Context: an optimization exercise on an open-source flow, tuned for small area. The choices shown serve that exercise and are no tape-out recipe. The RTL was checked by simulation tests, not by an equivalence proof against the original design. The clock port is modelled as an ideal driver, which makes a skipped or thinned clock tree look cheaper than it is; a real chip needs a root buffer or a tree. No activity file was given, so power comes from the tool's default toggle rates.

// top
module top(input clk, rst_raw, up, left, right, down,
           input [15:0] switches, output dp, a, b, c, d, e, f, g,
           output [3:0] anode, output load_done, output fsm_done);
export LEC_CHECK = 0
export CAP_MARGIN = 20
export CORE_MARGIN = 2
export CORE_UTILIZATION = 40
export SLEW_MARGIN = 20
create_clock -name core_clock -period 10.0 [get_ports {clk}]
standard.sh (not shown) runs the stock make flow with config.mk's settings and CLKGATE_MAP_FILE= SYNTH_SCRIPT=/design/flow/synth_recipe.tcl, a recipe that flattens the netlist after the stock synthesis.
==> flow/flow/run.sh <==
#!/bin/bash
# Layout flow: the standard ORFS flow with
#  - synthesis as standard (same yosys synth, flop mapping and register
#    names), except that ABC maps all the logic, adders included, with an
#    area-oriented script (my_synth.tcl, abc_area.script), best of four
#    seeds
#  - port buffers of the smallest buffer cell
#  - a two-level clock tree, a root buffer driving six buffers
#    (cts_hook.tcl), instead of
#    TritonCTS's H-tree
# Each tool's output goes to ORFS's own logs under orfs/logs; this script's
# and make's output goes to flow_run.log.
set -euo pipefail
HERE=$(pwd)
export MY_ABC_SCRIPT=$HERE/flow/abc_area.script
export MY_ABC_TRIES=1
export PRE_CTS_TCL=$HERE/flow/cts_hook.tcl
export MY_CTS_BUF=sky130_fd_sc_hd__clkbuf_16
export MY_CTS_NX=3
export MY_CTS_NY=1
export MY_CTS_ROOT=sky130_fd_sc_hd__clkbuf_1
{
  bash standard.sh \
    SYNTH_SCRIPT=$HERE/flow/my_synth.tcl \
    ADDER_MAP_FILE= \
    "BUFFER_PORTS_ARGS=-buffer_cell sky130_fd_sc_hd__buf_1" \
    finish
} > flow_run.log 2>&1
==> flow/flow/abc_area.script <==
strash
balance
rewrite
refactor
balance
rewrite
rewrite -z
balance
refactor -z
rewrite -z
balance
&get -n
&deepsyn -T 30 -S {SEED}
&put
dch -f
amap
topo
==> flow/flow/cts_hook.tcl <==
# Sourced by ORFS's cts.tcl before clock tree synthesis (PRE_CTS_TCL).
# Replaces TritonCTS's H-tree with a small balanced clock tree: the
# flip-flops are split into MY_CTS_NX columns at x medians, each column
# into MY_CTS_NY groups at y medians; a MY_CTS_BUF buffer placed at each
# group's centre drives the group. The clock port drives these buffers,
# or, if MY_CTS_ROOT names a cell, one such root buffer that drives them.
# All flip-flops see the same buffer depth.
proc clock_tree_synthesis {args} {
  set block [ord::get_db_block]
  set db [ord::get_db]
  set master [$db findMaster $::env(MY_CTS_BUF)]
  set nx $::env(MY_CTS_NX)
  set ny $::env(MY_CTS_NY)
  foreach clk [all_clocks] {
    foreach src [get_property $clk sources] {
      set bterm [$block findBTerm [get_full_name $src]]
      set clknet [$bterm getNet]
      set sinks [$clknet getITerms]
      puts "manual CTS: net [$clknet getName], [llength $sinks] sinks, ${nx}x${ny} [$master getName]"
      set cols [my_cts_chunks [lsort -command my_cts_cmpx $sinks] $nx]
      set groups {}
      foreach col $cols {
        foreach grp [my_cts_chunks [lsort -command my_cts_cmpy $col] $ny] {
          if {[llength $grp] > 0} { lappend groups $grp }
        }
      }
      # with more than four leaf buffers, a root buffer drives them
      set drv $clknet
      if {[info exists ::env(MY_CTS_ROOT)] && $::env(MY_CTS_ROOT) ne ""} {
        set rinst [odb::dbInst_create $block [$db findMaster $::env(MY_CTS_ROOT)] "clkbuf_root_[$clknet getName]"]
        set drv [odb::dbNet_create $block "clknet_root_[$clknet getName]"]
        $drv setSigType CLOCK
        [$rinst findITerm A] connect $clknet
        [$rinst findITerm X] connect $drv
        set rx 0
        set ry 0
        foreach it $sinks {
          set rx [expr {$rx + [my_cts_x $it]}]
          set ry [expr {$ry + [my_cts_y $it]}]
        }
        $rinst setLocation [expr {int($rx / [llength $sinks])}] [expr {int($ry / [llength $sinks])}]
        $rinst setPlacementStatus PLACED
      }
      set i 0
      foreach grp $groups {
        set name "clkbuf_q${i}_[$clknet getName]"
        set inst [odb::dbInst_create $block $master $name]
        set net [odb::dbNet_create $block "clknet_q${i}_[$clknet getName]"]
        $net setSigType CLOCK
        set gx 0
        set gy 0
        foreach it $grp {
          $it disconnect
          $it connect $net
          set gx [expr {$gx + [my_cts_x $it]}]
          set gy [expr {$gy + [my_cts_y $it]}]
        }
        [$inst findITerm A] connect $drv
        [$inst findITerm X] connect $net
        $inst setLocation [expr {int($gx / [llength $grp])}] [expr {int($gy / [llength $grp])}]
        $inst setPlacementStatus PLACED
        incr i
      }
    }
  }
}
proc my_cts_x {it} { return [[[$it getInst] getBBox] xMin] }
proc my_cts_y {it} { return [[[$it getInst] getBBox] yMin] }
proc my_cts_cmpx {a b} { expr {[my_cts_x $a] - [my_cts_x $b]} }
proc my_cts_cmpy {a b} { expr {[my_cts_y $a] - [my_cts_y $b]} }
proc my_cts_chunks {lst n} {
  set out {}
  set len [llength $lst]
  for {set i 0} {$i < $n} {incr i} {
    lappend out [lrange $lst [expr {$i * $len / $n}] [expr {($i + 1) * $len / $n - 1}]]
  }
  return $out
}
==> flow/flow/my_synth.tcl <==
# synth_recipe.tcl with ABC given an area-oriented script (MY_ABC_SCRIPT).
# The script's deep synthesis is randomised and time-limited, so ABC is run
# MY_ABC_TRIES times with different seeds ({SEED} in the script) and the
# smallest mapped result is kept.
proc synth {args} { yosys synth -nofsm -noshare {*}$args }
proc abc {args} {
  set i [lsearch -exact $args -script]
  set tries [expr {[info exists ::env(MY_ABC_TRIES)] ? $::env(MY_ABC_TRIES) : 1}]
  set lib [lindex $::env(LIB_FILES) 0]
  set fh [open $::env(MY_ABC_SCRIPT) r]
  set text [read $fh]
  close $fh
  yosys design -save my_pre_abc
  set best_area -1
  set best 0
  for {set t 1} {$t <= $tries} {incr t} {
    set script "$::env(OBJECTS_DIR)/abc_try$t.script"
    set fh [open $script w]
    puts -nonewline $fh [string map [list "{SEED}" $t] $text]
    close $fh
    set targs $args
    if { $i >= 0 } { lset targs [expr {$i + 1}] $script }
    yosys design -load my_pre_abc
    yosys abc {*}$targs
    yosys tee -q -o $::env(OBJECTS_DIR)/abc_try$t.stat stat -liberty $lib
    set fh [open $::env(OBJECTS_DIR)/abc_try$t.stat r]
    set st [read $fh]
    close $fh
    regexp {Chip area for module[^:]*:\s*([0-9.eE+]+)} $st -> area
    puts "ABC try $t: area $area"
    yosys design -save my_abc_try$t
    if { $best_area < 0 || $area < $best_area } {
      set best_area $area
      set best $t
    }
  }
  puts "ABC keeps try $best: area $best_area"
  yosys design -load my_abc_try$best
}
source $::env(SCRIPTS_DIR)/synth.tcl
# left out here: clear keep_hierarchy, flatten, clean up, hide names made inside functions, write 1_2_yosys.v
The starting point passed the timing, DRC and antenna checks.
==> next run, changes <==
--- a/flow/flow/run.sh
+++ b/flow/flow/run.sh
@@ -16,6 +16,6 @@
 export MY_ABC_TRIES=1
 export PRE_CTS_TCL=$HERE/flow/cts_hook.tcl
-export MY_CTS_BUF=sky130_fd_sc_hd__clkbuf_16
-export MY_CTS_NX=3
+export MY_CTS_BUF=sky130_fd_sc_hd__clkbuf_8
+export MY_CTS_NX=5
 export MY_CTS_NY=1
 export MY_CTS_ROOT=sky130_fd_sc_hd__clkbuf_1
Effect:
- clock power fell by about 3%
- critical path depth stays the same
- wire length rose by about 1.5%
- core utilization hardly moves
- setup slack loses 5.9 ps
- via count rose by 0.81%
- cell area stays flat
==> next run, changes <==
--- a/flow/flow/run.sh
+++ b/flow/flow/run.sh
@@ -3,6 +3,5 @@
 #  - synthesis as standard (same yosys synth, flop mapping and register
 #    names), except that ABC maps all the logic, adders included, with an
-#    area-oriented script (my_synth.tcl, abc_area.script), best of four
-#    seeds
+#    area-oriented script (my_synth.tcl, abc_area.script)
 #  - port buffers of the smallest buffer cell
 #  - a two-level clock tree, a root buffer driving six buffers
@@ -14,10 +13,9 @@
 HERE=$(pwd)
 export MY_ABC_SCRIPT=$HERE/flow/abc_area.script
-export MY_ABC_TRIES=1
 export PRE_CTS_TCL=$HERE/flow/cts_hook.tcl
 export MY_CTS_BUF=sky130_fd_sc_hd__clkbuf_8
-export MY_CTS_NX=5
-export MY_CTS_NY=1
-export MY_CTS_ROOT=sky130_fd_sc_hd__clkbuf_1
+export MY_CTS_NX=3
+export MY_CTS_NY=2
+export MY_CTS_ROOT=sky130_fd_sc_hd__clkbuf_2
 {
   bash standard.sh \
==> flow/flow/abc_area.script (replaced) <==
strash
balance
rewrite
refactor
balance
rewrite
rewrite -z
balance
refactor -z
rewrite -z
balance
&get -n
&deepsyn -T 30 -S 1
&put
dch -f
amap
topo
==> flow/flow/my_synth.tcl (replaced) <==
# synth_recipe.tcl with ABC given an area-oriented script
proc synth {args} { yosys synth -nofsm -noshare {*}$args }
proc abc {args} {
  set i [lsearch -exact $args -script]
  if { $i >= 0 } { lset args [expr {$i + 1}] $::env(MY_ABC_SCRIPT) }
  yosys abc {*}$args
}
source $::env(SCRIPTS_DIR)/synth.tcl
# left out here: clear keep_hierarchy, flatten, clean up, hide names made inside functions, write 1_2_yosys.v
Core utilization grows by 0.16 points.
Design area grows slightly.
Maximum frequency grows slightly.
Worst hold slack is about the same.
Sequential power barely changes.
Die area stays the same.
In every run of this note, the design's own scripts or RTL, not TritonCTS, make the clock network.

Another version of the RTL of top (not shown whole).
For scale: about 100 flip-flops, ~36 I/O pins.
Settings: LEC_CHECK=0, CAP_MARGIN=20, CORE_MARGIN=2, CORE_UTILIZATION=40, SLEW_MARGIN=20; clock period 10.0 ns.
==> flow/flow/run.sh <==
#!/bin/bash
# Layout flow: the standard ORFS flow with
#  - synthesis as standard (same yosys synth, flop mapping and register
#    names), except that ABC maps all the logic, adders included, with an
#    area-oriented script
#  - port buffers of the smallest buffer cell
#  - clock tree without dummy loads
# Each tool's output goes to ORFS's own logs under orfs/logs; this script's
# and make's output goes to flow_run.log.
set -euo pipefail
HERE=$(pwd)
export MY_ABC_SCRIPT=$HERE/flow/abc_area.script
{
  bash standard.sh \
    SYNTH_SCRIPT=$HERE/flow/my_synth.tcl \
    ADDER_MAP_FILE= \
    "BUFFER_PORTS_ARGS=-buffer_cell sky130_fd_sc_hd__buf_1" \
    "CTS_ARGS=-buf_list sky130_fd_sc_hd__clkbuf_16 -repair_clock_nets -dont_use_dummy_load" \
    finish
} > flow_run.log 2>&1
==> flow/flow/abc_area.script <==
strash
balance
rewrite
refactor
balance
rewrite
rewrite -z
balance
refactor -z
rewrite -z
balance
dch -f
amap
topo
==> flow/flow/my_synth.tcl <==
# synth_recipe.tcl with ABC given an area-oriented script
proc synth {args} { yosys synth -nofsm -noshare {*}$args }
proc abc {args} {
  set i [lsearch -exact $args -script]
  if { $i >= 0 } { lset args [expr {$i + 1}] $::env(MY_ABC_SCRIPT) }
  yosys abc {*}$args
}
source $::env(SCRIPTS_DIR)/synth.tcl
# left out here: clear keep_hierarchy, flatten, clean up, hide names made inside functions, write 1_2_yosys.v
The starting point went through all stages and came out clean.
Next try:
--- a/flow/flow/run.sh
+++ b/flow/flow/run.sh
@@ -17,3 +17,3 @@
     "BUFFER_PORTS_ARGS=-buffer_cell sky130_fd_sc_hd__buf_1" \
-    "CTS_ARGS=-buf_list sky130_fd_sc_hd__clkbuf_16 -repair_clock_nets -dont_use_dummy_load" \
+    "CTS_ARGS=-sink_clustering_enable -sink_clustering_size 30 -sink_clustering_max_diameter 60 -buf_list sky130_fd_sc_hd__clkbuf_8 -repair_clock_nets -dont_use_dummy_load" \
     finish
After rerunning:
- power went down by about 10%
- routed wire length fell by 0.82%
- die area does not change
Next try:
--- a/flow/flow/run.sh
+++ b/flow/flow/run.sh
@@ -17,3 +17,3 @@
     "BUFFER_PORTS_ARGS=-buffer_cell sky130_fd_sc_hd__buf_1" \
-    "CTS_ARGS=-sink_clustering_enable -sink_clustering_size 30 -sink_clustering_max_diameter 60 -buf_list sky130_fd_sc_hd__clkbuf_8 -repair_clock_nets -dont_use_dummy_load" \
+    "CTS_ARGS=-sink_clustering_enable -repair_clock_nets -dont_use_dummy_load" \
     finish
--- a/flow/flow/abc_area.script
+++ b/flow/flow/abc_area.script
@@ -11,2 +11,5 @@
 balance
+&get -n
+&deepsyn -T 30 -S 1
+&put
 dch -f
After rerunning:
- setup slack loses 300 ps
- clock power barely changes
- utilization is higher by 0.90 points
- hold slack loses 4.2 ps

Another version of the RTL of top (not shown whole).
Size in the first run: ~470 cells after synthesis, ~100 flip-flops.
## top
module top(input clk, rst_raw, up, left, right, down,
           input [15:0] switches, output dp, a, b, c, d, e, f, g,
           output [3:0] anode, output load_done, output fsm_done);
    wire up_clean, left_clean, rst, right_clean, down_clean;
    debouncer udb(.clk(clk), .raw(up),      .clean(up_clean));
    debouncer ldb(.clk(clk), .raw(left),    .clean(left_clean));
    debouncer cdb(.clk(clk), .raw(rst_raw), .clean(rst));
    debouncer rdb(.clk(clk), .raw(right),   .clean(right_clean));
    debouncer ddb(.clk(clk), .raw(down),    .clean(down_clean));
    reg b_up, b_left, b_right, b_down;
    always @(posedge clk) begin
        b_up    <= up_clean    & ~rst;
        b_left  <= left_clean  & ~rst;
        b_right <= right_clean & ~rst;
        b_down  <= down_clean  & ~rst;
    end
    wire any_btn = b_up | b_left | b_right | b_down;
    localparam IDLE = 2'd0, READ = 2'd1, CONV = 2'd3, DISP = 2'd2;
    reg [1:0] ps;
    wire conv = (ps == CONV);
    reg [5:0] cnt;
    wire ld = |cnt[5:3];
    wire c48 = (cnt == 6'd48);
    wire c4849 = (cnt[5:1] == 5'b11000);
    wire fd = (ps != IDLE) | c48 | (cnt == 6'd47);
    assign load_done = ld;
    assign fsm_done = fd;
    always @(posedge clk) begin
        if (rst)
            cnt <= 6'd0;
        else if (!ld)
            cnt <= cnt + {5'd0, b_left};
        else if (!fd) begin
            if (!(cnt == 6'd10 && !b_right))
                cnt <= cnt + 6'd1;
        end else if (c4849)
            cnt <= conv ? 6'd24 : 6'd49;
        else
            cnt <= cnt + 6'd1;
    end
    reg [15:0] mat;
    integer k;
  ...
==> flow/config.mk <==
export PLATFORM = sky130hd
export DESIGN_NAME = top
export DESIGN_NICKNAME = top
export VERILOG_FILES = /design/flow/design.v
export SDC_FILE = /design/flow/constraint.sdc
export NUM_CORES = 4
export LEC_CHECK = 0
export CAP_MARGIN = 20
export CORE_MARGIN = 2
export CORE_UTILIZATION = 40
export SLEW_MARGIN = 20
==> flow/constraint.sdc <==
create_clock -name core_clock -period 10.0 [get_ports {clk}]
set_input_delay 2.0000 -clock core_clock [delete_from_list [all_inputs] [get_ports {clk}]]
set_output_delay 2.0000 -clock core_clock [all_outputs]
set_load 0.01 [all_outputs]
==> flow/flow/run.sh <==
#!/bin/bash
# Layout flow: the standard ORFS flow with
#  - synthesis as standard (same yosys synth, flop mapping and register
#    names) but ABC mapping the logic with an area-oriented script
#  - port buffers of the smallest buffer cell
#  - clock tree without dummy loads
# Each tool's output goes to ORFS's own logs under orfs/logs; this script's
# and make's output goes to flow_run.log.
set -euo pipefail
HERE=$(pwd)
export MY_ABC_SCRIPT=$HERE/flow/abc_area.script
{
  bash standard.sh \
    SYNTH_SCRIPT=$HERE/flow/my_synth.tcl \
    "BUFFER_PORTS_ARGS=-buffer_cell sky130_fd_sc_hd__buf_1" \
    "CTS_ARGS=-sink_clustering_enable -repair_clock_nets -dont_use_dummy_load" \
    finish
} > flow_run.log 2>&1
==> flow/flow/abc_area.script <==
strash
dch -f
amap
topo
Scripts as last shown in full above: flow/flow/my_synth.tcl
Change:
==> flow/run.sh (new file) <==
#!/bin/bash
# synth_recipe.tcl (not shown) runs the flow's synth.tcl, then flattens the netlist and writes it again
# the make line also repeats each setting of config.mk as NAME=value (left out here)
make -C /OpenROAD-flow-scripts/flow DESIGN_CONFIG=/design/flow/config.mk WORK_HOME=/design/flow/orfs CLKGATE_MAP_FILE= SYNTH_SCRIPT=/design/flow/synth_recipe.tcl finish
removed: flow/flow/run.sh
removed: flow/flow/abc_area.script
removed: flow/flow/my_synth.tcl
removed: flow/standard.sh
- die area came out higher by a little under a tenth
- clock-buffer cell count came out higher by 1
- global-route usage shrinks by 1.5 points
- final cell count falls by a little under a tenth
- routed wire length shrinks by a little under a tenth
- non-clock buffer count shrinks by 1
- worst hold slack gets better by 0.0053 ns
- synthesized cell count falls by a little under a tenth
- clock skew shrinks by 0.017 ns

[port drivers added, routing unchanged]
The results above use ideal ports. As a check the final layouts listed here were re-extracted and re-timed, cells and wires unchanged.
Step 1: set_driving_cell puts a clkbuf_16 on clk and a buf_2 on each other input, an assumption about the parent block.
Step 2 times the ports against the registers' clock, not the clock port: input delays grow and output delays shrink by t, the midpoint of the rising clock arrivals with the driver on.
Slacks: no drivers / after step 1 / after step 2; pairs: no drivers / after step 1.
| run | shift t [ns] | slack for setup (ns) | worst data-port slew with drivers (ns) | pins driven straight from the clock port |
|---|---|---|---|---|
| the first run of note 1 | 0.631 | 3.791 / 3.766 / 4.397 | 0.04 | 1 |
| the second run of note 1 | 0.639 | 3.785 / 3.760 / 4.400 | 0.04 | 1 |
| the third run of note 1 | 0.526 | 3.884 / 3.859 / 4.386 | 0.04 | 1 |
| the first run of note 2 | 0.362 | 4.270 / 4.233 / 4.595 | 0.04 | 1 |
| the second run of note 2 | 0.374 | 4.226 / 4.193 / 4.567 | 0.04 | 1 |
| the third run of note 2 | 0.382 | 3.925 / 3.894 / 4.276 | 0.03 | 1 |
| the first run of note 3 | 0.384 | 2.909 / 2.878 / 3.261 | 0.03 | 1 |
| the second run of note 3 | 0.383 | 2.193 / 2.156 / 2.538 | 0.04 | 1 |
After both steps setup and hold are still met in every run listed.
